Background: an optimization exercise with open tools, aiming at small area. Do not read the settings as production practice. Where RTL was checked, it was by simulation tests only, not by an equivalence proof against the original. For runs 1 and 4 to 6, only the layout was checked, not whether the RTL still works. Power and IR drop assume default switching activity.

===== design.v =====
`timescale 1ns / 1ps
module fa (input a, input b, input c, output s, output co);
assign s = a ^ b ^ c;
assign co = (a & b) | (a & c) | (b & c);
endmodule
module ha (input a, input b, output s, output co);
assign s = a ^ b;
assign co = a & b;
endmodule
module rca #(parameter N = 8) (
    input  [N-1:0] a,
    input  [N-1:0] b,
    output [N-1:0] s,
    output         co
);
wire [N:0] c;
ha u0 (.a(a[0]), .b(b[0]), .s(s[0]), .co(c[1]));
genvar i;
generate for (i = 1; i < N; i = i + 1) begin : g
    fa u (.a(a[i]), .b(b[i]), .c(c[i]), .s(s[i]), .co(c[i+1]));
end endgenerate
assign co = c[N];
endmodule
module rcac #(parameter N = 8) (
    input  [N-1:0] a,
    input  [N-1:0] b,
    input          ci,
    output [N-1:0] s
);
wire [N:0] c;
assign c[0] = ci;
genvar i;
generate for (i = 0; i < N - 1; i = i + 1) begin : g
    fa u (.a(a[i]), .b(b[i]), .c(c[i]), .s(s[i]), .co(c[i+1]));
end endgenerate
assign s[N-1] = a[N-1] ^ b[N-1] ^ c[N-1];
endmodule
module inc #(parameter N = 8) (
    input  [N-1:0] a,
    input          ci,
    output [N-1:0] s
);
wire [N:0] c;
assign c[0] = ci;
genvar i;
generate for (i = 0; i < N - 1; i = i + 1) begin : g
    ha u (.a(a[i]), .b(c[i]), .s(s[i]), .co(c[i+1]));
end endgenerate
assign s[N-1] = a[N-1] ^ c[N-1];
endmodule
module inc1 #(parameter N = 8) (
    input  [N-1:0] a,
    output [N-1:0] s
);
wire [N:0] c;
assign s[0] = ~a[0];
assign c[1] = a[0];
genvar i;
generate for (i = 1; i < N - 1; i = i + 1) begin : g
    ha u (.a(a[i]), .b(c[i]), .s(s[i]), .co(c[i+1]));
end endgenerate
assign s[N-1] = a[N-1] ^ c[N-1];
endmodule
module cge #(parameter N = 8) (
    input  [N-1:0] a,
    input  [N-1:0] b,
    output         co
);
wire [N:0] c;
assign c[0] = 1'b1;
genvar i;
generate for (i = 0; i < N; i = i + 1) begin : g
    assign c[i+1] = (a[i] & b[i]) | (a[i] & c[i]) | (b[i] & c[i]);
end endgenerate
assign co = c[N];
endmodule
module rec_addr (
    input  [7:0] ch,
    output [9:0] rec
);
wire [2:0] u = ch[7:5] - 3'd1;
wire sg = ~(ch[7] | ch[6] | ch[5]);
wire [9:0] d = {sg, sg, u, ch[4:0]};
wire [9:0] c;
assign rec[0] = d[0];
ha u1 (.a(d[1]), .b(d[0]), .s(rec[1]), .co(c[2]));
genvar i;
generate for (i = 2; i < 9; i = i + 1) begin : g
    fa u (.a(d[i]), .b(d[i-1]), .c(c[i]), .s(rec[i]), .co(c[i+1]));
end endgenerate
assign rec[9] = c[9];
endmodule
module cgen #(parameter N = 8) (
    input  [N-1:0] an,
    input  [N-1:0] bn,
    output         cn
);
wire [N:0] c;
assign c[0] = 1'b0;
genvar i;
generate for (i = 0; i < N; i = i + 1) begin : g
    assign c[i+1] = (an[i] & bn[i]) | (an[i] & c[i]) | (bn[i] & c[i]);
end endgenerate
assign cn = c[N];
endmodule
module dec #(parameter N = 8) (
    input  [N-1:0] a,
    input          bi,
    output [N-1:0] s
);
wire [N:0] b;
assign b[0] = bi;
genvar i;
generate for (i = 0; i < N; i = i + 1) begin : g
    xor2m u_x (.a(a[i]), .b(b[i]), .y(s[i]));
    assign b[i+1] = ~a[i] & b[i];
end endgenerate
endmodule
module xor2m (input a, input b, output y);
assign y = a ^ b;
endmodule
module han (input an, input bn, output sn, output cn);
xnor2m u_x (.a(an), .b(bn), .y(sn));
or2m u_o (.a(an), .b(bn), .y(cn));
endmodule
module xnor2m (input a, input b, output y);
assign y = ~(a ^ b);
endmodule
module or2m (input a, input b, output y);
assign y = a | b;
endmodule
module triple (
    input  [7:0] x,
    output [9:0] x3
);
wire [9:0] c;
assign x3[0] = x[0];
ha u1 (.a(x[1]), .b(x[0]), .s(x3[1]), .co(c[2]));
genvar i;
generate for (i = 2; i < 8; i = i + 1) begin : g
    fa u (.a(x[i]), .b(x[i-1]), .c(c[i]), .s(x3[i]), .co(c[i+1]));
end endgenerate
ha u8 (.a(x[7]), .b(c[8]), .s(x3[8]), .co(x3[9]));
endmodule
module mul8r4 (
    input  [7:0] x,
    input  [9:0] x3,
    input  [3:0] s1,
    input  [3:0] s2,
    input  [3:0] s3,
    output [15:0] pn
);
    wire ppn0_0 = ~((s1[0] & x[0]) | (s3[0] & x3[0]));
    wire ppn0_1 = ~((s1[0] & x[1]) | (s2[0] & x[0]) | (s3[0] & x3[1]));
    wire ppn0_2 = ~((s1[0] & x[2]) | (s2[0] & x[1]) | (s3[0] & x3[2]));
    wire ppn0_3 = ~((s1[0] & x[3]) | (s2[0] & x[2]) | (s3[0] & x3[3]));
    wire ppn0_4 = ~((s1[0] & x[4]) | (s2[0] & x[3]) | (s3[0] & x3[4]));
    wire ppn0_5 = ~((s1[0] & x[5]) | (s2[0] & x[4]) | (s3[0] & x3[5]));
    wire ppn0_6 = ~((s1[0] & x[6]) | (s2[0] & x[5]) | (s3[0] & x3[6]));
    wire ppn0_7 = ~((s1[0] & x[7]) | (s2[0] & x[6]) | (s3[0] & x3[7]));
    wire ppn0_8 = ~((s2[0] & x[7]) | (s3[0] & x3[8]));
    wire ppn0_9 = ~((s3[0] & x3[9]));
    wire ppn1_0 = ~((s1[1] & x[0]) | (s3[1] & x3[0]));
    wire ppn1_1 = ~((s1[1] & x[1]) | (s2[1] & x[0]) | (s3[1] & x3[1]));
    wire ppn1_2 = ~((s1[1] & x[2]) | (s2[1] & x[1]) | (s3[1] & x3[2]));
    wire ppn1_3 = ~((s1[1] & x[3]) | (s2[1] & x[2]) | (s3[1] & x3[3]));
    wire ppn1_4 = ~((s1[1] & x[4]) | (s2[1] & x[3]) | (s3[1] & x3[4]));
    wire ppn1_5 = ~((s1[1] & x[5]) | (s2[1] & x[4]) | (s3[1] & x3[5]));
    wire ppn1_6 = ~((s1[1] & x[6]) | (s2[1] & x[5]) | (s3[1] & x3[6]));
    wire ppn1_7 = ~((s1[1] & x[7]) | (s2[1] & x[6]) | (s3[1] & x3[7]));
    wire ppn1_8 = ~((s2[1] & x[7]) | (s3[1] & x3[8]));
    wire ppn1_9 = ~((s3[1] & x3[9]));
    wire ppn2_0 = ~((s1[2] & x[0]) | (s3[2] & x3[0]));
    wire ppn2_1 = ~((s1[2] & x[1]) | (s2[2] & x[0]) | (s3[2] & x3[1]));
    wire ppn2_2 = ~((s1[2] & x[2]) | (s2[2] & x[1]) | (s3[2] & x3[2]));
    wire ppn2_3 = ~((s1[2] & x[3]) | (s2[2] & x[2]) | (s3[2] & x3[3]));
    wire ppn2_4 = ~((s1[2] & x[4]) | (s2[2] & x[3]) | (s3[2] & x3[4]));
    wire ppn2_5 = ~((s1[2] & x[5]) | (s2[2] & x[4]) | (s3[2] & x3[5]));
    wire ppn2_6 = ~((s1[2] & x[6]) | (s2[2] & x[5]) | (s3[2] & x3[6]));
    wire ppn2_7 = ~((s1[2] & x[7]) | (s2[2] & x[6]) | (s3[2] & x3[7]));
    wire ppn2_8 = ~((s2[2] & x[7]) | (s3[2] & x3[8]));
    wire ppn2_9 = ~((s3[2] & x3[9]));
    wire ppn3_0 = ~((s1[3] & x[0]) | (s3[3] & x3[0]));
    wire ppn3_1 = ~((s1[3] & x[1]) | (s2[3] & x[0]) | (s3[3] & x3[1]));
    wire ppn3_2 = ~((s1[3] & x[2]) | (s2[3] & x[1]) | (s3[3] & x3[2]));
    wire ppn3_3 = ~((s1[3] & x[3]) | (s2[3] & x[2]) | (s3[3] & x3[3]));
    wire ppn3_4 = ~((s1[3] & x[4]) | (s2[3] & x[3]) | (s3[3] & x3[4]));
    wire ppn3_5 = ~((s1[3] & x[5]) | (s2[3] & x[4]) | (s3[3] & x3[5]));
    wire ppn3_6 = ~((s1[3] & x[6]) | (s2[3] & x[5]) | (s3[3] & x3[6]));
    wire ppn3_7 = ~((s1[3] & x[7]) | (s2[3] & x[6]) | (s3[3] & x3[7]));
    wire ppn3_8 = ~((s2[3] & x[7]) | (s3[3] & x3[8]));
    wire ppn3_9 = ~((s3[3] & x3[9]));
    wire h0_s, h0_c;
    han u_h0 (.an(ppn0_6), .bn(ppn1_4), .sn(h0_s), .cn(h0_c));
    wire f1_s, f1_c;
    fa u_f1 (.a(ppn0_7), .b(ppn1_5), .c(ppn2_3), .s(f1_s), .co(f1_c));
    wire f2_s, f2_c;
    fa u_f2 (.a(ppn0_8), .b(ppn1_6), .c(ppn2_4), .s(f2_s), .co(f2_c));
    wire f3_s, f3_c;
    fa u_f3 (.a(ppn0_9), .b(ppn1_7), .c(ppn2_5), .s(f3_s), .co(f3_c));
    wire h4_s, h4_c;
    han u_h4 (.an(ppn1_8), .bn(ppn2_6), .sn(h4_s), .cn(h4_c));
    wire h5_s, h5_c;
    han u_h5 (.an(ppn1_9), .bn(ppn2_7), .sn(h5_s), .cn(h5_c));
    wire h6_s, h6_c;
    han u_h6 (.an(ppn0_4), .bn(ppn1_2), .sn(h6_s), .cn(h6_c));
    wire f7_s, f7_c;
    fa u_f7 (.a(ppn0_5), .b(ppn1_3), .c(ppn2_1), .s(f7_s), .co(f7_c));
    wire f8_s, f8_c;
    fa u_f8 (.a(h0_s), .b(ppn2_2), .c(ppn3_0), .s(f8_s), .co(f8_c));
    wire f9_s, f9_c;
    fa u_f9 (.a(f1_s), .b(ppn3_1), .c(h0_c), .s(f9_s), .co(f9_c));
    wire f10_s, f10_c;
    fa u_f10 (.a(f2_s), .b(ppn3_2), .c(f1_c), .s(f10_s), .co(f10_c));
    wire f11_s, f11_c;
    fa u_f11 (.a(f3_s), .b(ppn3_3), .c(f2_c), .s(f11_s), .co(f11_c));
    wire f12_s, f12_c;
    fa u_f12 (.a(h4_s), .b(ppn3_4), .c(f3_c), .s(f12_s), .co(f12_c));
    wire f13_s, f13_c;
    fa u_f13 (.a(h5_s), .b(ppn3_5), .c(h4_c), .s(f13_s), .co(f13_c));
    wire f14_s, f14_c;
    fa u_f14 (.a(ppn2_8), .b(ppn3_6), .c(h5_c), .s(f14_s), .co(f14_c));
    wire h15_s, h15_c;
    han u_h15 (.an(ppn2_9), .bn(ppn3_7), .sn(h15_s), .cn(h15_c));
    wire h16_s, h16_c;
    han u_h16 (.an(ppn0_2), .bn(ppn1_0), .sn(h16_s), .cn(h16_c));
    wire f17_s, f17_c;
    fa u_f17 (.a(ppn0_3), .b(ppn1_1), .c(h16_c), .s(f17_s), .co(f17_c));
    wire f18_s, f18_c;
    fa u_f18 (.a(h6_s), .b(ppn2_0), .c(f17_c), .s(f18_s), .co(f18_c));
    wire f19_s, f19_c;
    fa u_f19 (.a(f7_s), .b(h6_c), .c(f18_c), .s(f19_s), .co(f19_c));
    wire f20_s, f20_c;
    fa u_f20 (.a(f8_s), .b(f7_c), .c(f19_c), .s(f20_s), .co(f20_c));
    wire f21_s, f21_c;
    fa u_f21 (.a(f9_s), .b(f8_c), .c(f20_c), .s(f21_s), .co(f21_c));
    wire f22_s, f22_c;
    fa u_f22 (.a(f10_s), .b(f9_c), .c(f21_c), .s(f22_s), .co(f22_c));
    wire f23_s, f23_c;
    fa u_f23 (.a(f11_s), .b(f10_c), .c(f22_c), .s(f23_s), .co(f23_c));
    wire f24_s, f24_c;
    fa u_f24 (.a(f12_s), .b(f11_c), .c(f23_c), .s(f24_s), .co(f24_c));
    wire f25_s, f25_c;
    fa u_f25 (.a(f13_s), .b(f12_c), .c(f24_c), .s(f25_s), .co(f25_c));
    wire f26_s, f26_c;
    fa u_f26 (.a(f14_s), .b(f13_c), .c(f25_c), .s(f26_s), .co(f26_c));
    wire f27_s, f27_c;
    fa u_f27 (.a(h15_s), .b(f14_c), .c(f26_c), .s(f27_s), .co(f27_c));
    wire f28_s, f28_c;
    fa u_f28 (.a(ppn3_8), .b(h15_c), .c(f27_c), .s(f28_s), .co(f28_c));
    wire o15 = ~(ppn3_9 ^ f28_c);
    assign pn = {o15, f28_s, f27_s, f26_s, f25_s, f24_s, f23_s, f22_s, f21_s, f20_s, f19_s, f18_s, f17_s, h16_s, ppn0_1, ppn0_0};
endmodule
`timescale 1ns / 1ps
module osd_core (
    input pix_clk, rstb,
    input fval, dval, lval,
    input [31:0] str,
    input [95:0] str_color,
    input [10:0] start_x,
    input [9:0] start_y,
    input [7:0] pix_data,
    output [10:0] data_addr,
    input [39:0] data_in,
    output [15:0] scan_addr,
    input [7:0] pix_font,
    output [23:0] pix_modified,
    output fval_out, dval_out, lval_out
);
reg        start;         
reg  [1:0] char_count;
reg  [7:0] column;
reg  [8:0] line;
reg  [8:0] prow;          
reg  [9:0] pcol;
reg [15:0] scan_r;
reg [23:0] pix_r;
reg        fval_r, dval_r, lval_r;
assign scan_addr = scan_r;
assign pix_modified = pix_r;
assign fval_out = fval_r;
assign dval_out = dval_r;
assign lval_out = lval_r;
reg  [7:0] ch;
reg [23:0] color;
always @(*) begin
    case (char_count)
    2'd0: begin ch = str[31:24]; color = str_color[95:72]; end
    2'd1: begin ch = str[23:16]; color = str_color[71:48]; end
    2'd2: begin ch = str[15:8];  color = str_color[47:24]; end
    default: begin ch = str[7:0]; color = str_color[23:0]; end
    endcase
end
wire [9:0] rec;
rec_addr u_rec (.ch(ch), .rec(rec));
assign data_addr = {rec & {10{start}}, 1'b0};
wire [7:0] gx = data_in[39:32];
wire [7:0] gy = data_in[31:24];
wire [7:0] gw = data_in[23:16];
wire [7:0] gh = data_in[15:8];
wire [8:0] line_inc;
inc1 #(9) u_line_inc (.a(line), .s(line_inc));
wire col_end   = (column == gw);
wire last_line = (line_inc == {1'b0, gh});
wire act       = dval & start & rstb;
wire hold      = act & col_end & last_line;    
wire blend     = act & ~(col_end & last_line);
wire last_char = char_count[1] & char_count[0];
wire [8:0] trow;
wire       trow_co;
rca #(9) u_trow (.a(start_y[8:0]), .b(line), .s(trow), .co(trow_co));
wire match = (pcol == start_x[9:0]) && (prow == trow) && !trow_co;
wire pwrap = pcol[9] & (&pcol[6:0]);           
wire [7:0] a = pix_font & {8{blend}};
wire [7:0] p = pix_data & {8{rstb}};
wire [3:0] s0, s1, s2, s3;                      
genvar k;
generate for (k = 0; k < 4; k = k + 1) begin : dig_g
    assign s0[k] = ~a[2*k] & ~a[2*k+1];
    assign s1[k] =  a[2*k] & ~a[2*k+1];
    assign s2[k] = ~a[2*k] &  a[2*k+1];
    assign s3[k] =  a[2*k] &  a[2*k+1];
end endgenerate
wire [9:0] p3;
triple u_p3 (.x(p), .x3(p3));
wire [15:0] x1n;
mul8r4 u_m1 (.x(p), .x3(p3), .s1(s2), .s2(s1), .s3(s0), .pn(x1n));
wire c1n;
cgen #(8) u_c1 (.an(x1n[15:8]), .bn(x1n[7:0]), .cn(c1n));
wire [7:0] q1n;
dec #(8) u_q1 (.a(x1n[15:8]), .bi(~c1n), .s(q1n));
wire [23:0] pix_next;
generate for (k = 0; k < 3; k = k + 1) begin : ch_g
    wire [7:0] c = color[8*k +: 8];
    wire [9:0] c3;
    triple u_c3 (.x(c), .x3(c3));
    wire [15:0] x2n;
    mul8r4 u_m2 (.x(c), .x3(c3), .s1(s1), .s2(s2), .s3(s3), .pn(x2n));
    wire c2n;
    cgen #(8) u_c2 (.an(x2n[15:8]), .bn(x2n[7:0]), .cn(c2n));
    wire [7:0] outn;
    rcac #(8) u_out (.a(q1n), .b(x2n[15:8]), .ci(c2n), .s(outn));
    assign pix_next[8*k +: 8] = ~outn;
end endgenerate
wire [7:0] column_inc;
inc1 #(8) u_col (.a(column), .s(column_inc));
wire [9:0] pcol_inc;
inc1 #(10) u_pcol (.a(pcol), .s(pcol_inc));
wire [8:0] prow_inc;
inc #(9) u_prow (.a(prow), .ci(pwrap), .s(prow_inc));
wire [15:0] scan_next;
wire scan_co;
rca #(16) u_scan (.a({gy, gx}), .b({line[7:0], column} & {16{blend}}), .s(scan_next), .co(scan_co));
always @(posedge pix_clk) begin
    fval_r <= fval & rstb;
    dval_r <= dval & rstb;
    lval_r <= lval & rstb;
    if (!hold) pix_r <= pix_next;
    scan_r <= scan_next & {16{rstb}};
    if (!rstb)
        start <= 1'b0;
    else if (dval & (match | start))
        start <= ~(start & col_end & (last_line | last_char));
    if (!fval || !rstb) begin
        prow <= 9'd0;
        pcol <= 10'd1;
        char_count <= 2'd0;
        column <= 8'd0;
        line <= 9'd0;
    end else begin
        if (dval) begin
            pcol <= pwrap ? 10'd0 : pcol_inc;
            prow <= prow_inc;
        end
        if (act) column <= col_end ? 8'd0 : column_inc;
        if (act & col_end & ~last_line) char_count <= char_count + 2'd1;
        if (act & col_end & last_char & ~last_line) line <= line_inc;
    end
end
endmodule

===== flow/run.sh =====
#!/bin/bash
set -e
cp standard.sh standard.sh.log
echo 'export BUFFER_PORTS_ARGS = -buffer_cell sky130_fd_sc_hd__buf_1' >> config.mk
bash standard.sh > standard_run.log 2>&1

===== standard.sh =====
#!/bin/bash
# synth_recipe.tcl (not shown) runs the flow's synth.tcl, then flattens the netlist and writes it again
# the make line also repeats each setting of config.mk as NAME=value (left out here)
make -C /OpenROAD-flow-scripts/flow DESIGN_CONFIG=/design/flow/config.mk WORK_HOME=/design/flow/orfs CLKGATE_MAP_FILE= SYNTH_SCRIPT=/design/flow/synth_recipe.tcl "${@:-finish}"

===== config.mk =====
export PLATFORM = sky130hd
export DESIGN_NAME = osd_core
export DESIGN_NICKNAME = osd_core
export VERILOG_FILES = /design/flow/design.v
export SDC_FILE = /design/flow/constraint.sdc
export NUM_CORES = 4
export LEC_CHECK = 0
export CAP_MARGIN = 20
export CORE_MARGIN = 2
export CORE_UTILIZATION = 40
export CTS_BUF_LIST = sky130_fd_sc_hd__clkbuf_8
export SLEW_MARGIN = 20
export SYNTH_HIERARCHICAL = 1
export BUFFER_PORTS_ARGS = -buffer_cell sky130_fd_sc_hd__buf_1

===== constraint.sdc =====
create_clock -name core_clock -period 25.0 [get_ports {pix_clk}]
set_input_delay 5.0000 -clock core_clock [delete_from_list [all_inputs] [get_ports {pix_clk}]]
set_output_delay 5.0000 -clock core_clock [all_outputs]
set_load 0.01 [all_outputs]

==> results of run 1 <==
-- power by group through the flow --
stage | logic (mW) | registers, mW | clock network [mW]
5_1_grt | 0.381 | 0.187 | 0.126
6_report | 0.329 | 0.185 | 0.118
3_5_place_dp | 0.334 | 0.189 | 0
2_1_floorplan | 0.252 | 0.199 | 0
3_3_place_gp | 0.326 | 0.189 | 0
4_1_cts | 0.335 | 0.186 | 0.121
-- area by class of cell --
class | instances | share of cell area
multi-input cells | 832 | 0.682
flip-flops and latches | 82 | 0.151
repair buffers | 286 | 0.0964
well taps | 384 | 0.0386
inverters | 42 | 0.0127
clock buffers | 10 | 0.0110
clock inverters | 6 | 0.00763
diodes | 1 | 0.000201
-- worst max path at each step --
stage                  startpoint        end  cells after the start
finish              str_color[66]  pix_r[23]                     33
global route        str_color[66]  pix_r[23]                     33
CTS                 str_color[66]  pix_r[23]                     33
detailed placement           rstb  pix_r[23]                     35
global placement             rstb  pix_r[23]                     35
floorplan                    rstb  pix_r[15]                     36
-- kinds of logic (layout without fill, tap and decap cells) --
| family | after synthesis | count (layout) | synth area share |
|---|---|---|---|
| multiplexers | 9 | 9 | 0.00762 |
| XOR/XNOR | 79 | 79 | 0.0623 |
| flip-flops | 82 | 82 | 0.159 |
| buffers and inverters | 230 | 344 | 0.126 |
| adder cells (fa/ha/maj) | 212 | 212 | 0.330 |
| AND/OR/NAND/NOR | 243 | 243 | 0.110 |
| other | 1 | 2 | 0.000317 |
| AO/OA/AOI/OAI | 288 | 288 | 0.204 |
-- registers in the layout (all words and copies together) (netlist names), 2 cells and up --
register and flops:
prow 9, pcol 10, line 9, column 8, char_count 2, pix_r 24
scan_r 16
-- worst max-delay path, delay by kind of cell --
family / cells / cell delay, ps
fa+ha+maj: 23 / 9800
xor+xnor: 1 / 200
compound gates: 5 / 1880
buf+inv: 3 / 230
simple gates: 1 / 130
-- Yosys stat by module (local to each module, per instance), excerpt --
module / flip-flops and latches / cell area [um2] / copies in the design
fa: 0 / 20.0 / 167
or2m: 0 / 6.26 / 24
rec_addr: 0 / 52.6 / 1
xor2m: 0 / 8.76 / 8
xnor2m: 0 / 8.76 / 24
triple: 0 / 7.51 / 4
ha: 0 / 12.5 / 40
mul8r4: 0 / 644 / 4
osd_core: 82 / 4320 / 1
-- layout by cell type, fill, tap and decap left out, types with 32 or more instances in the layout --
| cell type | n |
|---|---|
| inv_1 | 41 |
| xnor2_1 | 33 |
| fa_1 | 167 |
| buf_4 | 34 |
| a22oi_1 | 32 |
| nor2_1 | 53 |
| xor2_1 | 43 |
| buf_1 | 252 |
| a21oi_1 | 61 |
| a222oi_1 | 152 |
| dfxtp_1 | 58 |
| ha_1 | 45 |
| and2_1 | 51 |
| nand2_1 | 41 |
-- per-layer routing --
layer	share of wire	wire length (um)	track usage
met3	0.098	3260	0.0405
met2	0.46	15300	0.355
met1	0.42	14100	0.293
met4	0.021	688	0.0592
met5	0	0	0
==> reports/summary.txt, run 1 <==
Starting density of the core - 0.409
Worst Hold Path EP - column[2]
CP startpoint kind - input pin
Sum Neg Setup Slack - 0 ps
DP Worst Slack - 7580 ps
Crit Path Class - in2reg
Worst Path Max Fanout - 10
Worst-Margin Slew - 1080 ps
Clock Pin Slew Worst Setup and Hold Paths - 90 ps
PD cells - 50.7 mW/mm2
CTS H-tree depth - 3
Multi-input logic area - 0.00850 mm2
Die Span Y - 176 um
Max_cap viols - 0
Pwr Total - 0.632 mW
Root Buffer - clkbuf_8
Design Area, Final - 0.0125 mm2
Placed Area - 0.0122 mm2
Sequential-to-total area share from yosys stat - 0.159
Worst R2R Start - line[0]
Global route total overflow - 0
Most common cell in the netlist - fa_1
Fin cells - 1643
GP Congestion - 0.862
Cell area after synthesis - 0.0118 mm2
Gr usage total - 0.216
Synth async-reset ratio - 0
Internal power - 0.364 mW
Largest net degree at the start of global routing - 63
Top Ports - 264
IO Port Bufs - 252
Cell mode on critical path - fa_1
Worst hold start - column[2]
Iter 0 DRT Violations - 1695
Vias - 9823
Reg2reg end - pix_r[23]
Fin. Hold Viols - 0
HP Class - reg2reg
Final worst slack - 7900 ps
Core Footprint - 0.0289 mm2
Layout area overhead - 5.36%
Worst hold path depth - 2
Pins Over Slew Limit - 0
Tcrit/Tclk final - 0.684
R2R Setup Slk - 11450 ps
Routed WL per cell - 20.3 um
Clk sinks - 82
Synth top area cells - fa_1 28%, a222oi_1 13%, dfxtp_1 9.8%
Max clock buf depth - 2
Relative slew slack - 0.277
Max Fclk - 58.5 MHz
VDD IR-drop max - 0.0000397 V
Share of the synthesized area in the top cell type - 0.283
WHS - 506 ps
CTS resizes - 0
Cell type with the largest total area after synthesis - fa_1
EDFF count, synth - 24
Die X - 176 um
Die area - 0.0310 mm2
Mapped Cells - 1144
Core Rows - 62
Final ANT Viol Nets - 0
Switching power - 0.268 mW
Hold buffer count at cts - 0
Number of global-route vias before repair - 9772
Synth Flop Type - dfxtp_1
FF+latch count, synth - 82
CP endpoint kind - flip-flop
Max incr delay on CP - 570 ps
Initial antenna violation count - 1
RSZ-0062 raised after global routing - false
Worst Skew - 20.6 ps
Final HPWL DP - 25.4 mm
Layout cells sized above 1 - 0.0604
Cells after DPL - 1626
Setup Buffers After CTS - 0
Setup violators final - 0
Fillers - 2816
R2r worst-path depth - 39
Post-Syn Area per Cell - 10.3 um2
Switching Fraction - 0.424
Commonest cells post-synth - 167 x fa_1, 152 x a222oi_1, 76 x buf_4
Worst EP arrival - 17230 ps
CTS tree - done
DR DRC count - 0
Nets - 1675
Clock Latency Late Sink - 380 ps
Layout Utilization - 0.431
WP data required - 25130 ps
Fin crit period - 17100 ps
Vias/cell - 5.98
Static Leak - 3.98 nW
Syn. warnings - 7
Drt total wl - 33.4 mm
Clock network power share - 0.186
First-pass GRT wire length - 52.6 mm
DRT Pass-1 Iters - 12
Worst path slowest cell - fa_1
Part of the power in registers - 0.293
Yosys cell types - 51
Num CTS Buffers - 9
Register area - 0.00188 mm2
Comb pwr share - 0.521
Status - timing/DRC/antenna clean
==> run 2: changes to the inputs <==
--- a/design.v
+++ b/design.v
@@ -313,29 +313,35 @@
 wire pwrap = pcol[9] & (&pcol[6:0]);           
 wire [7:0] a = pix_font & {8{blend}};
 wire [7:0] p = pix_data & {8{rstb}};
-wire [3:0] s0, s1, s2, s3;                      
+wire [3:0] na1, na2, na3;                       
 genvar k;
 generate for (k = 0; k < 4; k = k + 1) begin : dig_g
-    assign s0[k] = ~a[2*k] & ~a[2*k+1];
-    assign s1[k] =  a[2*k] & ~a[2*k+1];
-    assign s2[k] = ~a[2*k] &  a[2*k+1];
-    assign s3[k] =  a[2*k] &  a[2*k+1];
+    assign na1[k] = ~a[2*k] &  a[2*k+1];
+    assign na2[k] =  a[2*k] & ~a[2*k+1];
+    assign na3[k] = ~a[2*k] & ~a[2*k+1];
 end endgenerate
 wire [9:0] p3;
 triple u_p3 (.x(p), .x3(p3));
 wire [15:0] x1n;
-mul8r4 u_m1 (.x(p), .x3(p3), .s1(s2), .s2(s1), .s3(s0), .pn(x1n));
+mul8r4 u_m1 (.x(p), .x3(p3), .s1(na1), .s2(na2), .s3(na3), .pn(x1n));
 wire c1n;
 cgen #(8) u_c1 (.an(x1n[15:8]), .bn(x1n[7:0]), .cn(c1n));
 wire [7:0] q1n;
 dec #(8) u_q1 (.a(x1n[15:8]), .bi(~c1n), .s(q1n));
+wire [9:0] a3;
+triple u_a3 (.x(a), .x3(a3));
 wire [23:0] pix_next;
 generate for (k = 0; k < 3; k = k + 1) begin : ch_g
     wire [7:0] c = color[8*k +: 8];
-    wire [9:0] c3;
-    triple u_c3 (.x(c), .x3(c3));
+    wire [3:0] c1, c2, c3;
+    genvar j;
+    for (j = 0; j < 4; j = j + 1) begin : dig_g
+        assign c1[j] =  c[2*j] & ~c[2*j+1];
+        assign c2[j] = ~c[2*j] &  c[2*j+1];
+        assign c3[j] =  c[2*j] &  c[2*j+1];
+    end
     wire [15:0] x2n;
-    mul8r4 u_m2 (.x(c), .x3(c3), .s1(s1), .s2(s2), .s3(s3), .pn(x2n));
+    mul8r4 u_m2 (.x(a), .x3(a3), .s1(c1), .s2(c2), .s3(c3), .pn(x2n));
     wire c2n;
     cgen #(8) u_c2 (.an(x2n[15:8]), .bn(x2n[7:0]), .cn(c2n));
     wire [7:0] outn;
==> reports/summary.txt, run 2 <==
Root Buffer - clkbuf_8
Core Footprint - 0.0288 mm2
Register area - 0.00188 mm2
Sequential-to-total area share from yosys stat - 0.161
Worst Skew - 22.2 ps
Max Fclk - 54.6 MHz
Num CTS Buffers - 9
Number of global-route vias before repair - 9580
Cell mode on critical path - fa_1
Tcrit/Tclk final - 0.732
Vias - 9825
CTS H-tree depth - 3
Layout cells sized above 1 - 0.0394
CP startpoint kind - input pin
EDFF count, synth - 24
Max_cap viols - 0
HP Class - reg2reg
Global route total overflow - 0
Clock Latency Late Sink - 380 ps
CTS tree - done
Most common cell after layout, fill and taps aside - buf_1
WP buf/inv - 5
Static Leak - 3.89 nW
PD cells - 48.9 mW/mm2
Regs by FF count - pix_r x24, scan_r x16, pcol x10
Starting density of the core - 0.407
Worst path slowest cell - fa_1
DRT Pass-1 Iters - 14
Max clock buf depth - 2
VDD IR-drop max - 0.0000440 V
Fin crit period - 18300 ps
Synth Flop Type - dfxtp_1
Max incr delay on CP - 710 ps
Sum Neg Setup Slack - 0 ps
Die Span Y - 175 um
Die X - 175 um
Worst-Margin Slew - 1040 ps
Die area - 0.0307 mm2
Hold buffer count at cts - 0
FF+latch count, synth - 82
Clock Pin Slew Worst Setup and Hold Paths - 120 ps
Initial antenna violation count - 0
Largest net degree at the start of global routing - 60
Final worst slack - 6700 ps
Mapped Cells - 1166
RSZ-0062 raised after global routing - false
Status - timing/DRC/antenna clean
Pins Over Slew Limit - 0
Worst Path Max Fanout - 37
Setup violators final - 0
Most common cell in the netlist - fa_1
Crit Path Class - in2reg
Cell type with the largest total area after synthesis - fa_1
Fillers - 2857
Worst EP arrival - 18450 ps
Most flops, register - pix_r
Iter 0 DRT Violations - 1678
Share of the synthesized area in the top cell type - 0.265
WP data required - 25150 ps
Fin. Hold Viols - 0
IO Port Bufs - 252
GP Congestion - 0.877
Layout area overhead - 4.14%
# diodes - 0
Multi-input logic area - 0.00837 mm2
Final HPWL DP - 25.4 mm
Top Ports - 264
DR DRC count - 0
Max reg flops - 24
Post-Syn Area per Cell - 10.0 um2
Core Rows - 62
Final ANT Viol Nets - 0
Clk sinks - 82
CTS resizes - 0
Nets - 1670
Synth async-reset ratio - 0
Gr usage total - 0.210
Drt total wl - 32.7 mm
Setup Buffers After CTS - 0
Highest-count cells in the layout ignoring fill and taps - 252 x buf_1, 155 x fa_1, 152 x a222oi_1
Vias/cell - 5.94
Routed WL per cell - 19.8 um
DP Worst Slack - 6410 ps
Relative slew slack - 0.301
Commonest cells post-synth - 155 x fa_1, 152 x a222oi_1, 73 x buf_4
Syn. warnings - 7
Crit path max-delay family - adder cells
CP endpoint kind - flip-flop
First-pass GRT wire length - 51.7 mm
Yosys cell types - 46
Synth top area cells - fa_1 27%, a222oi_1 13%, dfxtp_1 9.9%
Cell area after synthesis - 0.0117 mm2
[run 2: cell types whose count changed after synthesis, sizes merged]
cell,change
nand2,+24
ha,-4
fa,-12
nor2,-12
and2,+8
buf,-2
and3,-4
nor2b,+24
o21ai,+24
a21oi,-24
[run 2: cells by family (layout without fill, tap and decap cells)]
family                   after synthesis  after routing  synth area share
AND/OR/NAND/NOR                      283            283             0.129
multiplexers                           9              9           0.00770
adder cells (fa/ha/maj)              196            196             0.309
other                                  1              1          0.000320
buffers and inverters                228            331             0.125
XOR/XNOR                              79             79            0.0629
flip-flops                            82             82             0.161
AO/OA/AOI/OAI                        288            288             0.205
[run 2: worst paths after layout]
kind,from,endpoint,slack [ps],cells past startpoint
max reg2reg,line[1],pix_r[7],9760,44
min reg2reg,pcol[7],pcol[7],510,2
min,pcol[7],pcol[7],510,2
max,data_in[14],pix_r[7],6700,39
[run 2: metal layers]
layer  part of all wire  wire length [um]  global-route usage  vias up
met3              0.084              2750              0.0287       16
met1               0.43             13900               0.297     4775
li1                   -                 -                   -     4472
met4             0.0058               191              0.0257        0
met5                  0                 0                   0        -
met2               0.48             15800               0.354      562
[run 2: Yosys stat by module (local to each module, per instance), a selection]
| module | times used | flops+latches | area, um2 | cells |
|---|---|---|---|---|
| osd_core | 1 | 82 | 4510 | 530 |
| mul8r4 | 4 | 0 | 644 | 77 |
| xor2m | 8 | 0 | 8.76 | 1 |
| xnor2m | 24 | 0 | 8.76 | 1 |
| fa | 155 | 0 | 20.0 | 1 |
| or2m | 24 | 0 | 6.26 | 1 |
| triple | 2 | 0 | 7.51 | 1 |
| rec_addr | 1 | 0 | 52.6 | 8 |
| ha | 36 | 0 | 12.5 | 1 |
[run 2: layout make-up]
| type | instances | share of cell area |
|---|---|---|
| clock buffer | 9 | 0.0102 |
| timing repair buffer | 273 | 0.0905 |
| tap | 384 | 0.0394 |
| inverter | 42 | 0.0129 |
| sequential | 82 | 0.154 |
| clock inverter | 7 | 0.00626 |
| multi-input combinational | 856 | 0.686 |
[run 2: through the flow]
stage,std cells,cell area [um2],total power [mW],utilization,hold WS [ps]
2_1_floorplan,1166,11700,0.441,-,468
3_3_place_gp,1637,12000,0.505,0.417,482
3_5_place_dp,1637,12000,0.507,0.417,494
4_1_cts,1653,12200,0.610,0.424,512
5_1_grt,1653,12200,0.663,0.424,540
6_report,1653,12200,0.596,0.424,509
[run 2: where the power goes]
group	total, mW	switching (mW)	internal (mW)
clock	0.103	0.0625	0.0400
sequential	0.184	0.00519	0.179
combinational	0.309	0.195	0.114
total	0.596	0.263	0.333
[run 2: tightest hold or removal path: stages, from the launching register on]
cell	delay, ps
dfxtp_1	360
nand2_1	70
a21oi_1	50
==> run 3: changes to the inputs <==
==> flow/run.sh (replaced) <==
#!/bin/bash
# The standard layout with area-oriented settings:
#  - port buffers made from the smallest buffer cell (every port still gets one)
#  - synthesis (abc) buffers removed at floorplan
#  - no dummy loads added to the clock tree
# Each tool's output is in the ORFS logs under orfs/logs; make's output is in
# standard_run.log.
set -e
cat >> config.mk <<'EOT'
export BUFFER_PORTS_ARGS = -buffer_cell sky130_fd_sc_hd__buf_1
export REMOVE_ABC_BUFFERS = 1
export CTS_ARGS = -sink_clustering_enable -repair_clock_nets -dont_use_dummy_load -buf_list sky130_fd_sc_hd__clkbuf_8
EOT
bash standard.sh > standard_run.log 2>&1
==> config.mk (replaced) <==
export PLATFORM = sky130hd
export DESIGN_NAME = osd_core
export DESIGN_NICKNAME = osd_core
export VERILOG_FILES = /design/flow/design.v
export SDC_FILE = /design/flow/constraint.sdc
export NUM_CORES = 4
export LEC_CHECK = 0
export CAP_MARGIN = 0
export CORE_MARGIN = 2
export CORE_UTILIZATION = 40
export GPL_TIMING_DRIVEN = 0
export SLEW_MARGIN = 0
export SYNTH_HIERARCHICAL = 1
export BUFFER_PORTS_ARGS = -buffer_cell sky130_fd_sc_hd__buf_1
export REMOVE_ABC_BUFFERS = 1
export CTS_ARGS = -sink_clustering_enable -repair_clock_nets -dont_use_dummy_load -buf_list sky130_fd_sc_hd__clkbuf_8
==> reports/summary.txt, run 3 <==
Core Footprint - 0.0288 mm2
Final HPWL DP - 24.8 mm
R2r worst-path depth - 43
Pins Over Slew Limit - 0
Regs by FF count - pix_r x24, scan_r x16, pcol x10
Max clock buf depth - 2
Worst hold start - column[2]
Tcrit/Tclk final - 0.753
Starting density of the core - 0.407
Final ANT Viol Nets - 0
Max reg flops - 24
Fin cells - 1628
Fin. Hold Viols - 0
Mapped Cells - 1166
Die Span Y - 175 um
Syn. warnings - 7
Worst R2R Start - line[1]
Cell mode on critical path - fa_1
Synth top area cells - fa_1 27%, a222oi_1 13%, dfxtp_1 9.9%
Max_cap viols - 0
Yosys cell types - 46
# diodes - 0
CP endpoint kind - flip-flop
Relative slew slack - 0.112
Die area - 0.0307 mm2
Root Buffer - clkbuf_8
Share of the synthesized area in the top cell type - 0.265
DR DRC count - 0
Static Leak - 3.77 nW
Layout area overhead - 2.77%
CTS tree - done
Core Rows - 62
GP Congestion - 0.896
RSZ-0062 raised after global routing - false
Gr usage total - 0.206
Vias - 9784
Vias/cell - 6.01
Num CTS Buffers - 9
Post-Syn Area per Cell - 10.0 um2
Cell area after synthesis - 0.0117 mm2
Die X - 175 um
FF+latch count, synth - 82
Worst path slowest cell - fa_1
Cells after DPL - 1619
Hold buffer count at cts - 0
CP startpoint kind - input pin
Worst hold path depth - 2
Reg2reg end - pix_r[15]
Layout cells sized above 1 - 0.0225
Global route total overflow - 0
Fin crit period - 18820 ps
IO Port Bufs - 252
Sum Neg Setup Slack - 0 ps
Commonest cells post-synth - 155 x fa_1, 152 x a222oi_1, 73 x buf_4
Worst Path Max Fanout - 37
WP data required - 25110 ps
HP Class - reg2reg
Max incr delay on CP - 900 ps
Highest-count cells in the layout ignoring fill and taps - 252 x buf_1, 155 x fa_1, 152 x a222oi_1
PD cells - 48.6 mW/mm2
Worst EP arrival - 18930 ps
Sequential-to-total area share from yosys stat - 0.161
Clk sinks - 82
Drt total wl - 32.0 mm
Synth async-reset ratio - 0
Most common cell after layout, fill and taps aside - buf_1
Fillers - 2881
First-pass GRT wire length - 50.7 mm
Clock Pin Slew Worst Setup and Hold Paths - 80 ps
Cell type with the largest total area after synthesis - fa_1
Worst-Margin Slew - 1330 ps
Layout Utilization - 0.418
Number of global-route vias before repair - 9568
Crit Path Class - in2reg
Status - timing/DRC/antenna clean
Initial antenna violation count - 0
Worst Hold Path EP - column[2]
CTS resizes - 0
Worst Skew - 26.0 ps
CTS H-tree depth - 3
Max Fclk - 53.1 MHz
Clock Latency Late Sink - 360 ps
R2R Setup Slk - 9300 ps
Iter 0 DRT Violations - 1555
Synth Flop Type - dfxtp_1
Setup crit start - data_in[10]
DRT Pass-1 Iters - 13
Most common cell in the netlist - fa_1
Setup Buffers After CTS - 0
Setup violators final - 0
Top Ports - 264
Routed WL per cell - 19.7 um
Most flops, register - pix_r
Nets - 1652
Largest net degree at the start of global routing - 63
VDD IR-drop max - 0.0000607 V
Pwr Total - 0.585 mW
EDFF count, synth - 24
run 3: routing by layer:
layer / vias to the layer above / track usage / share of wire
met4: 0 / 0.0566 / 0.019
li1: 4426 / - / -
met3: 40 / 0.0318 / 0.091
met2: 587 / 0.344 / 0.47
met5: - / 0 / 0
met1: 4731 / 0.279 / 0.42
run 3: cells by family (layout without fill, tap and decap cells):
kind of cell,after synthesis,in the layout,share of synthesized area
compound gates,288,288,0.205
simple gates,283,283,0.129
xor+xnor,79,79,0.0629
other cells,1,1,0.000320
fa+ha+maj,196,196,0.309
mux,9,9,0.00770
buf+inv,228,306,0.125
flops,82,82,0.161
run 3: cell type report:
class,count,area [um2],share of cell area
Multi-Input combinational cell,856,8380,0.696
Inverter,42,158,0.0131
Tap cell,384,480,0.0399
Sequential cell,82,1880,0.156
Clock buffer,9,124,0.0103
Timing Repair Buffer,255,1010,0.0838
run 3: worst max-delay path by stage:
| stage | to | depth (start not counted) |
|---|---|---|
| 4_1_cts | pix_r[15] | 38 |
| 3_5_place_dp | pix_r[15] | 38 |
| 2_1_floorplan | pix_r[15] | 36 |
| 5_1_grt | pix_r[23] | 38 |
| 6_report | pix_r[15] | 38 |
| 3_3_place_gp | pix_r[15] | 36 |
run 3: stage by stage:
| step | area, um2 | worst slack (ps) | hold WS (ps) |
|---|---|---|---|
| after floorplan | 10400 | 7110 | 468 |
| after global placement | 11800 | 5300 | 486 |
| after detailed placement | 11900 | 5850 | 499 |
| after CTS | 12000 | 6230 | 506 |
| after global routing | 12000 | 5560 | 527 |
| final | 12000 | 6180 | 504 |
run 3: critical path: cells and delay by family:
kind / cells / cell delay (ps)
adders and majority gates: 24 / 10490
and+or+nand+nor: 4 / 1590
AOI/OAI and AO/OA: 4 / 960
buffers and inverters: 4 / 490
xor gates and xnor gates: 2 / 360
run 3: modules after synthesis, one instance, submodules excluded, a selection:
module,cell area [um2],flops+latches
triple,7.51,0
rec_addr,52.6,0
xor2m,8.76,0
osd_core,4510,82
ha,12.5,0
fa,20.0,0
xnor2m,8.76,0
or2m,6.26,0
mul8r4,644,0
run 3: power breakdown:
| part | internal [mW] | switching [mW] | leakage [nW] | total (mW) |
|---|---|---|---|---|
| sequential | 0.180 | 0.00762 | 0.734 | 0.187 |
| combinational | 0.115 | 0.207 | 2.97 | 0.322 |
| clock | 0.0323 | 0.0427 | 0.0647 | 0.0750 |
==> run 4: changes to the inputs <==
--- a/design.v
+++ b/design.v
@@ -30,10 +30,9 @@
 wire [N:0] c;
 assign c[0] = ci;
 genvar i;
-generate for (i = 0; i < N - 1; i = i + 1) begin : g
+generate for (i = 0; i < N; i = i + 1) begin : g
     fa u (.a(a[i]), .b(b[i]), .c(c[i]), .s(s[i]), .co(c[i+1]));
 end endgenerate
-assign s[N-1] = a[N-1] ^ b[N-1] ^ c[N-1];
 endmodule
 module inc #(parameter N = 8) (
     input  [N-1:0] a,
@@ -281,19 +280,16 @@
 assign fval_out = fval_r;
 assign dval_out = dval_r;
 assign lval_out = lval_r;
-reg  [7:0] ch;
-reg [23:0] color;
-always @(*) begin
-    case (char_count)
-    2'd0: begin ch = str[31:24]; color = str_color[95:72]; end
-    2'd1: begin ch = str[23:16]; color = str_color[71:48]; end
-    2'd2: begin ch = str[15:8];  color = str_color[47:24]; end
-    default: begin ch = str[7:0]; color = str_color[23:0]; end
-    endcase
-end
+wire [3:0] sel = {4{start}} & {char_count == 2'd3, char_count == 2'd2,
+                              char_count == 2'd1, char_count == 2'd0};
+wire  [7:0] chm = ({8{sel[0]}} & str[31:24]) | ({8{sel[1]}} & str[23:16]) |
+                  ({8{sel[2]}} & str[15:8])  | ({8{sel[3]}} & str[7:0]);
+wire  [7:0] ch = {chm[7:6], chm[5] | ~start, chm[4:0]};
+wire [23:0] color = ({24{sel[0]}} & str_color[95:72]) | ({24{sel[1]}} & str_color[71:48]) |
+                    ({24{sel[2]}} & str_color[47:24]) | ({24{sel[3]}} & str_color[23:0]);
 wire [9:0] rec;
 rec_addr u_rec (.ch(ch), .rec(rec));
-assign data_addr = {rec & {10{start}}, 1'b0};
+assign data_addr = {rec, 1'b0};
 wire [7:0] gx = data_in[39:32];
 wire [7:0] gy = data_in[31:24];
 wire [7:0] gw = data_in[23:16];
@@ -312,13 +308,13 @@
 wire match = (pcol == start_x[9:0]) && (prow == trow) && !trow_co;
 wire pwrap = pcol[9] & (&pcol[6:0]);           
 wire [7:0] a = pix_font & {8{blend}};
-wire [7:0] p = pix_data & {8{rstb}};
+wire [7:0] p = pix_data;
 wire [3:0] na1, na2, na3;                       
 genvar k;
 generate for (k = 0; k < 4; k = k + 1) begin : dig_g
     assign na1[k] = ~a[2*k] &  a[2*k+1];
     assign na2[k] =  a[2*k] & ~a[2*k+1];
-    assign na3[k] = ~a[2*k] & ~a[2*k+1];
+    assign na3[k] = ~a[2*k] & ~a[2*k+1] & rstb;    
 end endgenerate
 wire [9:0] p3;
 triple u_p3 (.x(p), .x3(p3));
--- a/flow/run.sh
+++ b/flow/run.sh
@@ -9,6 +9,7 @@
 cat >> config.mk <<'EOT'
 export BUFFER_PORTS_ARGS = -buffer_cell sky130_fd_sc_hd__buf_1
 export REMOVE_ABC_BUFFERS = 1
+export RECOVER_POWER = 100
 export CTS_ARGS = -sink_clustering_enable -repair_clock_nets -dont_use_dummy_load -buf_list sky130_fd_sc_hd__clkbuf_8
 EOT
 bash standard.sh > standard_run.log 2>&1
--- a/config.mk
+++ b/config.mk
@@ -9,8 +9,10 @@
 export CORE_MARGIN = 2
 export CORE_UTILIZATION = 40
 export GPL_TIMING_DRIVEN = 0
+export PLACE_DENSITY = 0.45
 export SLEW_MARGIN = 0
 export SYNTH_HIERARCHICAL = 1
 export BUFFER_PORTS_ARGS = -buffer_cell sky130_fd_sc_hd__buf_1
 export REMOVE_ABC_BUFFERS = 1
+export RECOVER_POWER = 100
 export CTS_ARGS = -sink_clustering_enable -repair_clock_nets -dont_use_dummy_load -buf_list sky130_fd_sc_hd__clkbuf_8
==> reports/summary.txt, run 4 <==
EDFF count, synth - 24
Worst Path Max Fanout - 26
PD cells - 39.7 mW/mm2
Top Ports - 264
Part of the power in registers - 0.370
Synth async-reset ratio - 0
GR Layer Usage met2 - 0.365
Vias - 9696
Fin crit period - 19750 ps
Crit Path Class - in2reg
VDD IR-drop max - 0.0000393 V
Most common cell in the netlist - fa_1
Tcrit/Tclk final - 0.790
Highest-count cells in the layout ignoring fill and taps - 250 x buf_1, 158 x fa_1, 121 x a222oi_1
Cell area after synthesis - 0.0117 mm2
Setup violators final - 0
Yosys cell types - 49
Sequential-to-total area share from yosys stat - 0.161
Die area - 0.0307 mm2
Die X - 175 um
Max clock buf depth - 2
Initial antenna violation count - 0
Most flops, register - pix_r
Worst path slowest cell - fa_1
Clock Latency Late Sink - 360 ps
Comb pwr share - 0.472
Worst Skew - 25.4 ps
Static Leak - 3.59 nW
GP Congestion - 0.793
Mapped Cells - 1178
Layout area overhead - 2.11%
Met1 usage - 0.320
Synth top area cells - fa_1 27%, a222oi_1 10%, dfxtp_1 9.9%
Worst EP arrival - 19890 ps
Layout check faults - max-capacitance violations, max-slew violations
Clock Pin Slew Worst Setup and Hold Paths - 90 ps
Worst-Margin Slew - 1680 ps
Final ANT Viol Nets - 0
Sum Neg Setup Slack - 0 ps
Regs by FF count - pix_r x24, scan_r x16, pcol x10
Final HPWL DP - 26.3 mm
CTS resizes - 0
Clk sinks - 82
Share of the synthesized area in the top cell type - 0.270
DRT Pass-1 Iters - 15
Synth Flop Type - dfxtp_1
Layout cells sized above 1 - 0.0208
Nets - 1664
Commonest cells post-synth - 158 x fa_1, 121 x a222oi_1, 94 x a22oi_1
Cell mode on critical path - fa_1
Drt total wl - 34.0 mm
Max incr delay on CP - 950 ps
Max_cap viols - 2
HP Class - reg2reg
Setup Buffers After CTS - 0
First-pass GRT wire length - 54.3 mm
Internal power - 0.281 mW
Clock network power share - 0.158
CP startpoint kind - input pin
Post-Syn Area per Cell - 9.95 um2
Pins Over Slew Limit - 67
FF+latch count, synth - 82
Global route total overflow - 0
Most common cell after layout, fill and taps aside - buf_1
Number of global-route vias before repair - 9636
Root Buffer - clkbuf_8
Starting density of the core - 0.407
Cell type with the largest total area after synthesis - fa_1
CTS tree - done
Iter 0 DRT Violations - 1415
Routed WL per cell - 20.8 um
Core Footprint - 0.0288 mm2
IO Port Bufs - 252
Max reg flops - 24
Vias/cell - 5.92
DR DRC count - 0
WP data required - 25130 ps
Switching power - 0.194 mW
Switching Fraction - 0.409
# diodes - 0
Die Span Y - 175 um
Gr busiest metal - met2
Max Fclk - 50.6 MHz
Status - finished with violations
RSZ-0062 raised after global routing - false
Hold buffer count at cts - 0
Core Rows - 62
CP endpoint kind - flip-flop
Largest net degree at the start of global routing - 55
Syn. warnings - 7
Met3 Track Usage GR - 0.0300
Num CTS Buffers - 9
CTS H-tree depth - 3
Relative slew slack - -0.122
Layout Utilization - 0.416
Fin. Hold Viols - 0
Pwr Total - 0.475 mW
Gr usage total - 0.223
[run 4: cell types whose count changed after synthesis, sizes merged, moves of 7 or more]
cell | previous run | this run
o21ai | 32 | 4
nand2 | 67 | 92
a222oi | 152 | 121
a21oi | 37 | 53
nor2b | 25 | 1
a21boi | 0 | 7
and2 | 60 | 42
a22oi | 32 | 94
[run 4: kinds of logic (layout without fill, tap and decap cells)]
logic type	after synthesis	after routing	synth area share
muxes	9	9	0.00769
xor gates and xnor gates	76	76	0.0568
AOI/OAI and AO/OA	318	318	0.221
other	1	1	0.000320
adders and majority gates	199	199	0.314
DFF	82	82	0.161
buffers and inverters	230	305	0.126
and+or+nand+nor	263	263	0.114
[run 4: cell type report]
| class | count | area, um2 |
|---|---|---|
| timing repair buffer | 254 | 970 |
| multi-input combinational | 866 | 8350 |
| sequential | 82 | 1880 |
| fill | 2951 | 16800 |
| tap | 384 | 480 |
| clock buffer | 9 | 124 |
| inverter | 42 | 158 |
[run 4: per-module statistics from Yosys, one instance, submodules excluded, a selection]
module,flops+latches,cell area [um2],cells inside
mul8r4,0,644,77
triple,0,7.51,1
xor2m,0,8.76,1
ha,0,12.5,1
fa,0,20.0,1
or2m,0,6.26,1
rec_addr,0,52.6,8
osd_core,82,4530,542
xnor2m,0,8.76,1
[run 4: layer usage]
layer / share of wire / vias up / routed length [um]
met5: 0 / - / 0
met4: 0.0065 / 0 / 221
met3: 0.070 / 9 / 2380
met2: 0.46 / 457 / 15700
met1: 0.46 / 4774 / 15700
li1: - / 4456 / -
[run 4: per-stage QoR]
| step | area, um2 | worst slack (ps) | std cells | hold WS (ps) |
|---|---|---|---|---|
| global route | 12000 | 4570 | 1637 | 523 |
| finish | 12000 | 5250 | 1637 | 498 |
| detailed placement | 11900 | 5630 | 1628 | 494 |
| floorplan | 10400 | 6880 | 990 | 468 |
| global placement | 11800 | 4740 | 1626 | 493 |
| CTS | 12000 | 6010 | 1637 | 502 |
[run 4: path summary, 6_finish.rpt]
path,cells after the start,end,slack [ps],from
hold / removal,2,column[2],500,column[2]
hold reg to reg,2,column[2],500,column[2]
setup / recovery,37,pix_r[7],5250,dval
setup reg to reg,44,pix_r[7],8270,line[1]
[run 4: critical path, delay by kind of cell]
kind                     cells  cell delay, ps
AO/OA/AOI/OAI                4             870
AND/OR/NAND/NOR              4            1810
buffers and inverters        4            1030
adder cells (fa/ha/maj)     25           11140
[run 4: power by group through the flow]
stage                     Sequential, mW  Clock (mW)  Combinational, mW
after floorplan                    0.188           0              0.136
after global placement             0.179           0              0.231
after detailed placement           0.179           0              0.233
after CTS                          0.176      0.0800              0.233
after global routing               0.178      0.0836              0.257
final                              0.176      0.0752              0.224
==> run 5: changes to the inputs <==
--- a/design.v
+++ b/design.v
@@ -95,13 +95,16 @@
     output         cn
 );
 wire [N:0] c;
-assign c[0] = 1'b0;
+assign c[1] = an[0] & bn[0];
 genvar i;
-generate for (i = 0; i < N; i = i + 1) begin : g
-    assign c[i+1] = (an[i] & bn[i]) | (an[i] & c[i]) | (bn[i] & c[i]);
+generate for (i = 1; i < N; i = i + 1) begin : g
+    maj u (.a(an[i]), .b(bn[i]), .c(c[i]), .y(c[i+1]));
 end endgenerate
 assign cn = c[N];
 endmodule
+module maj (input a, input b, input c, output y);
+assign y = (a & b) | (a & c) | (b & c);
+endmodule
 module dec #(parameter N = 8) (
     input  [N-1:0] a,
     input          bi,
@@ -280,13 +283,17 @@
 assign fval_out = fval_r;
 assign dval_out = dval_r;
 assign lval_out = lval_r;
-wire [3:0] sel = {4{start}} & {char_count == 2'd3, char_count == 2'd2,
-                              char_count == 2'd1, char_count == 2'd0};
-wire  [7:0] chm = ({8{sel[0]}} & str[31:24]) | ({8{sel[1]}} & str[23:16]) |
-                  ({8{sel[2]}} & str[15:8])  | ({8{sel[3]}} & str[7:0]);
-wire  [7:0] ch = {chm[7:6], chm[5] | ~start, chm[4:0]};
-wire [23:0] color = ({24{sel[0]}} & str_color[95:72]) | ({24{sel[1]}} & str_color[71:48]) |
-                    ({24{sel[2]}} & str_color[47:24]) | ({24{sel[3]}} & str_color[23:0]);
+reg  [7:0] chm;
+reg [23:0] color;
+always @(*) begin
+    case (char_count)
+    2'd0:    begin chm = str[31:24]; color = str_color[95:72]; end
+    2'd1:    begin chm = str[23:16]; color = str_color[71:48]; end
+    2'd2:    begin chm = str[15:8];  color = str_color[47:24]; end
+    default: begin chm = str[7:0];   color = str_color[23:0];  end
+    endcase
+end
+wire [7:0] ch = {chm[7:6] & {2{start}}, chm[5] | ~start, chm[4:0] & {5{start}}};
 wire [9:0] rec;
 rec_addr u_rec (.ch(ch), .rec(rec));
 assign data_addr = {rec, 1'b0};
--- a/flow/run.sh
+++ b/flow/run.sh
@@ -9,7 +9,6 @@
 cat >> config.mk <<'EOT'
 export BUFFER_PORTS_ARGS = -buffer_cell sky130_fd_sc_hd__buf_1
 export REMOVE_ABC_BUFFERS = 1
-export RECOVER_POWER = 100
 export CTS_ARGS = -sink_clustering_enable -repair_clock_nets -dont_use_dummy_load -buf_list sky130_fd_sc_hd__clkbuf_8
 EOT
 bash standard.sh > standard_run.log 2>&1
--- a/config.mk
+++ b/config.mk
@@ -9,10 +9,8 @@
 export CORE_MARGIN = 2
 export CORE_UTILIZATION = 40
 export GPL_TIMING_DRIVEN = 0
-export PLACE_DENSITY = 0.45
 export SLEW_MARGIN = 0
 export SYNTH_HIERARCHICAL = 1
 export BUFFER_PORTS_ARGS = -buffer_cell sky130_fd_sc_hd__buf_1
 export REMOVE_ABC_BUFFERS = 1
-export RECOVER_POWER = 100
 export CTS_ARGS = -sink_clustering_enable -repair_clock_nets -dont_use_dummy_load -buf_list sky130_fd_sc_hd__clkbuf_8
==> reports/summary.txt, run 5 <==
FF+latch count, synth - 82
RSZ-0062 raised after global routing - false
Share of the synthesized area in the top cell type - 0.272
Worst Skew - 24.8 ps
Drt total wl - 31.6 mm
Status - timing/DRC/antenna clean
Top Ports - 264
Hold buffer count at cts - 0
First-pass GRT wire length - 50.2 mm
Gr usage total - 0.206
DR DRC count - 0
Fin crit period - 19280 ps
Number of global-route vias before repair - 9310
Most flops, register - pix_r
Worst-Margin Slew - 1310 ps
EDFF count, synth - 24
Global route total overflow - 0
Largest family of logic cells by synthesized area - adder cells
Die area - 0.0305 mm2
Static Leak - 3.77 nW
Cell mode on critical path - fa_1
GP Congestion - 0.867
Starting density of the core - 0.405
Initial antenna violation count - 0
Max Fclk - 51.9 MHz
Synth Area in Compound Gates - 0.185
Post-Synth Adder-Cell Area - 0.343
CP endpoint kind - flip-flop
CTS tree - done
DRT Pass-1 Iters - 14
Most common cell after layout, fill and taps aside - buf_1
Commonest cells post-synth - 158 x fa_1, 144 x a222oi_1, 74 x buf_4
CTS resizes - 0
Syn. warnings - 7
Most common cell in the netlist - fa_1
Sum Neg Setup Slack - 0 ps
Vias - 9362
Max reg flops - 24
Fin. Hold Viols - 0
Synth top area cells - fa_1 27%, a222oi_1 12%, dfxtp_1 10%
Relative slew slack - 0.126
IO Port Bufs - 252
Layout area overhead - 2.56%
Clk sinks - 82
Final HPWL DP - 24.3 mm
Setup Buffers After CTS - 0
Setup violators final - 0
Fillers - 2843
Synth async-reset ratio - 0
Max_cap viols - 0
Tcrit/Tclk final - 0.771
Mux contribution to synthesized area - 0.00775
Routed WL per cell - 19.8 um
Mapped Cells - 1133
HP Class - reg2reg
Worst Path Max Fanout - 37
Num CTS Buffers - 9
# diodes - 0
Cell type with the largest total area after synthesis - fa_1
Post-Syn Area per Cell - 10.3 um2
Max incr delay on CP - 900 ps
Clock Pin Slew Worst Setup and Hold Paths - 100 ps
CP startpoint kind - input pin
Largest net degree at the start of global routing - 54
Worst path slowest cell - fa_1
Crit Path Class - in2reg
Layout cells sized above 1 - 0.0438
Highest-count cells in the layout ignoring fill and taps - 252 x buf_1, 158 x fa_1, 144 x a222oi_1
Sequential-to-total area share from yosys stat - 0.162
Clock Latency Late Sink - 360 ps
Post-synthesis simple-gate area fraction - 0.119
Core Footprint - 0.0287 mm2
Nets - 1621
Worst EP arrival - 19400 ps
Vias/cell - 5.87
WP data required - 25120 ps
Die X - 175 um
Root Buffer - clkbuf_8
WHS - 496 ps
VDD IR-drop max - 0.0000426 V
Synth Area in XOR/XNOR - 0.0572
Yosys cell types - 44
Cell area after synthesis - 0.0116 mm2
Pins Over Slew Limit - 0
Synth Flop Type - dfxtp_1
CTS H-tree depth - 3
Regs by FF count - pix_r x24, scan_r x16, pcol x10
Core Rows - 62
Die Span Y - 175 um
Iter 0 DRT Violations - 1467
PD cells - 40.3 mW/mm2
Max clock buf depth - 2
Final ANT Viol Nets - 0
## run 5: worst paths after layout
kind | slack [ps] | endpoint | startpoint | cells after the start
worst max-delay path | 5720 | pix_r[23] | data_in[13] | 35
worst min-delay path | 500 | pcol[8] | pcol[8] | 2
worst max register to register | 8800 | pix_r[23] | line[1] | 40
worst min register to register | 500 | pcol[8] | pcol[8] | 2
## run 5: modules after synthesis (local to each module, per instance), a selection
module / cells / times used / area [um2]
maj: 1 / 28 / 11.3
or2m: 1 / 24 / 6.26
xor2m: 1 / 8 / 8.76
ha: 1 / 36 / 12.5
triple: 1 / 2 / 7.51
mul8r4: 77 / 4 / 644
osd_core: 517 / 1 / 4480
fa: 1 / 158 / 20.0
## run 5: per-stage QoR
| step | setup slack [ps] | total power [mW] | cells | area, um2 | utilization |
|---|---|---|---|---|---|
| global route | 5130 | 0.519 | 1594 | 11900 | 0.416 |
| global placement | 5260 | 0.405 | 1583 | 11700 | 0.409 |
| floorplan | 6830 | 0.328 | 947 | 10300 | - |
| detailed placement | 5400 | 0.412 | 1585 | 11800 | 0.411 |
| CTS | 5780 | 0.487 | 1594 | 11900 | 0.415 |
| finish | 5720 | 0.481 | 1594 | 11900 | 0.416 |
## run 5: final cells by class
cell class / count / area [um2] / area share
multi-input combinational: 827 / 8310 / 0.696
sequential: 82 / 1880 / 0.158
timing repair buffer: 254 / 993 / 0.0833
tap: 384 / 480 / 0.0403
inverter: 38 / 143 / 0.0120
clock buffer: 9 / 124 / 0.0104
## run 5: where the power goes
part / internal (mW) / switching [mW] / leakage, nW
logic: 0.0833 / 0.148 / 2.96
registers: 0.169 / 0.00650 / 0.737
clock network: 0.0323 / 0.0429 / 0.0647
total: 0.284 / 0.197 / 3.77
## run 5: layer usage
layer | up-vias | track usage | share of wire
li1 | 4262 | - | -
met1 | 4492 | 0.284 | 0.42
met2 | 568 | 0.341 | 0.47
met3 | 40 | 0.0297 | 0.087
met4 | 0 | 0.0535 | 0.019
met5 | - | 0 | 0
## run 5: cell families (layout without fill, tap and decap cells)
family                   count (synthesis)  in the layout
adder cells (fa/ha/maj)                227            227
flip-flops                              82             82
buffers and inverters                  224            301
other                                    1              1
multiplexers                             9              9
AO/OA/AOI/OAI                          256            256
XOR/XNOR                                76             76
AND/OR/NAND/NOR                        258            258
## run 5: critical path, delay by kind of cell
family                     cells  cell delay [ps]
adders and majority gates     27            11680
and+or+nand+nor                3             1710
AOI/OAI and AO/OA              2              710
xor gates and xnor gates       1              140
buffers and inverters          2              130
==> run 6: changes to the inputs <==
--- a/flow/run.sh
+++ b/flow/run.sh
@@ -9,6 +9,6 @@
 cat >> config.mk <<'EOT'
 export BUFFER_PORTS_ARGS = -buffer_cell sky130_fd_sc_hd__buf_1
 export REMOVE_ABC_BUFFERS = 1
-export CTS_ARGS = -sink_clustering_enable -repair_clock_nets -dont_use_dummy_load -buf_list sky130_fd_sc_hd__clkbuf_8
+export CTS_ARGS = -sink_clustering_enable -repair_clock_nets -dont_use_dummy_load -buf_list sky130_fd_sc_hd__clkbuf_4 -root_buf sky130_fd_sc_hd__clkbuf_8 -sink_clustering_size 7 -sink_clustering_max_diameter 50
 EOT
 bash standard.sh > standard_run.log 2>&1
--- a/config.mk
+++ b/config.mk
@@ -13,4 +13,4 @@
 export SYNTH_HIERARCHICAL = 1
 export BUFFER_PORTS_ARGS = -buffer_cell sky130_fd_sc_hd__buf_1
 export REMOVE_ABC_BUFFERS = 1
-export CTS_ARGS = -sink_clustering_enable -repair_clock_nets -dont_use_dummy_load -buf_list sky130_fd_sc_hd__clkbuf_8
+export CTS_ARGS = -sink_clustering_enable -repair_clock_nets -dont_use_dummy_load -buf_list sky130_fd_sc_hd__clkbuf_4 -root_buf sky130_fd_sc_hd__clkbuf_8 -sink_clustering_size 7 -sink_clustering_max_diameter 50
==> reports/summary.txt, run 6 <==
Most common cell in the netlist - fa_1
Cell area after synthesis - 0.0116 mm2
Final worst slack - 5720 ps
Initial antenna violation count - 0
Post-Syn Area per Cell - 10.3 um2
Fin crit period - 19280 ps
Layout cells sized above 1 - 0.0438
Die area - 0.0305 mm2
WHS - 496 ps
Max Fclk - 51.9 MHz
Highest-count cells in the layout ignoring fill and taps - 252 x buf_1, 158 x fa_1, 144 x a222oi_1
Clk sinks - 82
Setup violators final - 0
Tcrit/Tclk final - 0.771
RSZ-0062 raised after global routing - false
CTS H-tree depth - 3
IO Port Bufs - 252
Final ANT Viol Nets - 0
Regs by FF count - pix_r x24, scan_r x16, pcol x10
Max reg flops - 24
Num CTS Buffers - 9
Drt total wl - 31.6 mm
WP data required - 25120 ps
CTS resizes - 0
Crit Path Class - in2reg
Setup Buffers After CTS - 0
Final HPWL DP - 24.3 mm
FF+latch count, synth - 82
Clock Pin Slew Worst Setup and Hold Paths - 100 ps
Worst path slowest cell - fa_1
Starting density of the core - 0.405
Syn. warnings - 7
Root Buffer - clkbuf_8
Most common cell after layout, fill and taps aside - buf_1
Mapped Cells - 1133
Nets - 1621
Routed WL per cell - 19.8 um
Max incr delay on CP - 900 ps
Vias/cell - 5.87
Number of global-route vias before repair - 9310
Crit path max-delay family - adder cells
Worst EP arrival - 19400 ps
Synth Flop Type - dfxtp_1
Yosys cell types - 44
Worst Path Max Fanout - 37
Cell type with the largest total area after synthesis - fa_1
Vias - 9362
Sequential-to-total area share from yosys stat - 0.162
EDFF count, synth - 24
Max_cap viols - 0
Most flops, register - pix_r
HP Class - reg2reg
Max clock buf depth - 2
Gr usage total - 0.206
Hold buffer count at cts - 0
Static Leak - 3.77 nW
Clock Latency Late Sink - 360 ps
Pins Over Slew Limit - 0
Layout area overhead - 2.56%
CP endpoint kind - flip-flop
Worst-Margin Slew - 1310 ps
Synth top area cells - fa_1 27%, a222oi_1 12%, dfxtp_1 10%
Die Span Y - 175 um
Core Rows - 62
Commonest cells post-synth - 158 x fa_1, 144 x a222oi_1, 74 x buf_4
Global route total overflow - 0
Die X - 175 um
# diodes - 0
WP buf/inv - 2
DP Worst Slack - 5400 ps
Worst Skew - 24.8 ps
Status - timing/DRC/antenna clean
Fin. Hold Viols - 0
Core Footprint - 0.0287 mm2
Largest net degree at the start of global routing - 54
GP Congestion - 0.867
Top Ports - 264
CP startpoint kind - input pin
First-pass GRT wire length - 50.2 mm
Share of the synthesized area in the top cell type - 0.272
Cell mode on critical path - fa_1
VDD IR-drop max - 0.0000426 V
PD cells - 40.3 mW/mm2
DRT Pass-1 Iters - 14
Sum Neg Setup Slack - 0 ps
Iter 0 DRT Violations - 1467
Relative slew slack - 0.126
CTS tree - done
DR DRC count - 0
Synth async-reset ratio - 0
-- run 6: cell counts in the layout (fill, tap and decap cells not counted) --
Identical to the previous run, type by type.
-- run 6: where the power goes --
| group | switching, mW | total (mW) | leakage, nW | internal, mW |
|---|---|---|---|---|
| combinational | 0.148 | 0.231 | 2.96 | 0.0833 |
| sequential | 0.00650 | 0.175 | 0.737 | 0.169 |
| clock | 0.0429 | 0.0751 | 0.0647 | 0.0323 |
-- run 6: final timing paths --
path | start | cells after the start | to | slack, ps
worst max-delay path | data_in[13] | 35 | pix_r[23] | 5720
worst min register to register | pcol[8] | 2 | pcol[8] | 500
worst max register to register | line[1] | 40 | pix_r[23] | 8800
worst min-delay path | pcol[8] | 2 | pcol[8] | 500
-- run 6: logic make-up (layout without fill, tap and decap cells) --
group | Yosys count | in the layout | synth area share
buffers and inverters | 224 | 301 | 0.125
AO/OA/AOI/OAI | 256 | 256 | 0.185
other | 1 | 1 | 0.000322
XOR/XNOR | 76 | 76 | 0.0572
adder cells (fa/ha/maj) | 227 | 227 | 0.343
multiplexers | 9 | 9 | 0.00775
flip-flops | 82 | 82 | 0.162
AND/OR/NAND/NOR | 258 | 258 | 0.119
-- run 6: per-stage QoR --
stage / instance area [um2] / cells / utilization / power, mW
2_1_floorplan: 10300 / 947 / - / 0.328
3_3_place_gp: 11700 / 1583 / 0.409 / 0.405
3_5_place_dp: 11800 / 1585 / 0.411 / 0.412
4_1_cts: 11900 / 1594 / 0.415 / 0.487
5_1_grt: 11900 / 1594 / 0.416 / 0.519
6_report: 11900 / 1594 / 0.416 / 0.481
-- run 6: metal layers --
metal / up-vias / global-route usage / wire [um]
li1: 4262 / - / -
met2: 568 / 0.341 / 14900
met1: 4492 / 0.284 / 13400
met3: 40 / 0.0297 / 2740
met4: 0 / 0.0535 / 615
met5: - / 0 / 0
-- run 6: area by class of cell --
class	instances	area, um2
fillers	2843	16800
multi-input cells	827	8310
flip-flops and latches	82	1880
repair buffers	254	993
well taps	384	480
inverters	38	143
clock buffers	9	124
-- run 6: modules after synthesis, one instance, submodules excluded, a selection --
module    cell area, um2  cells inside
xor2m               8.76             1
triple              7.51             1
xnor2m              8.76             1
rec_addr            52.6             8
fa                  20.0             1
or2m                6.26             1
-- run 6: worst min-delay path, cell delays in order, from the launching register on --
cell and delay, ps:
dfxtp_1 340, nand2_1 70, a21oi_1 50

Re-timed with assumed drivers on the ports (clkbuf_16 on the clock, buf_2 on other inputs), run 6 has 5.736 ns of setup slack against 5.718 ns with ideal ports, and 5.349 ns once port delays also move by the mid clock arrival of 0.388 ns.
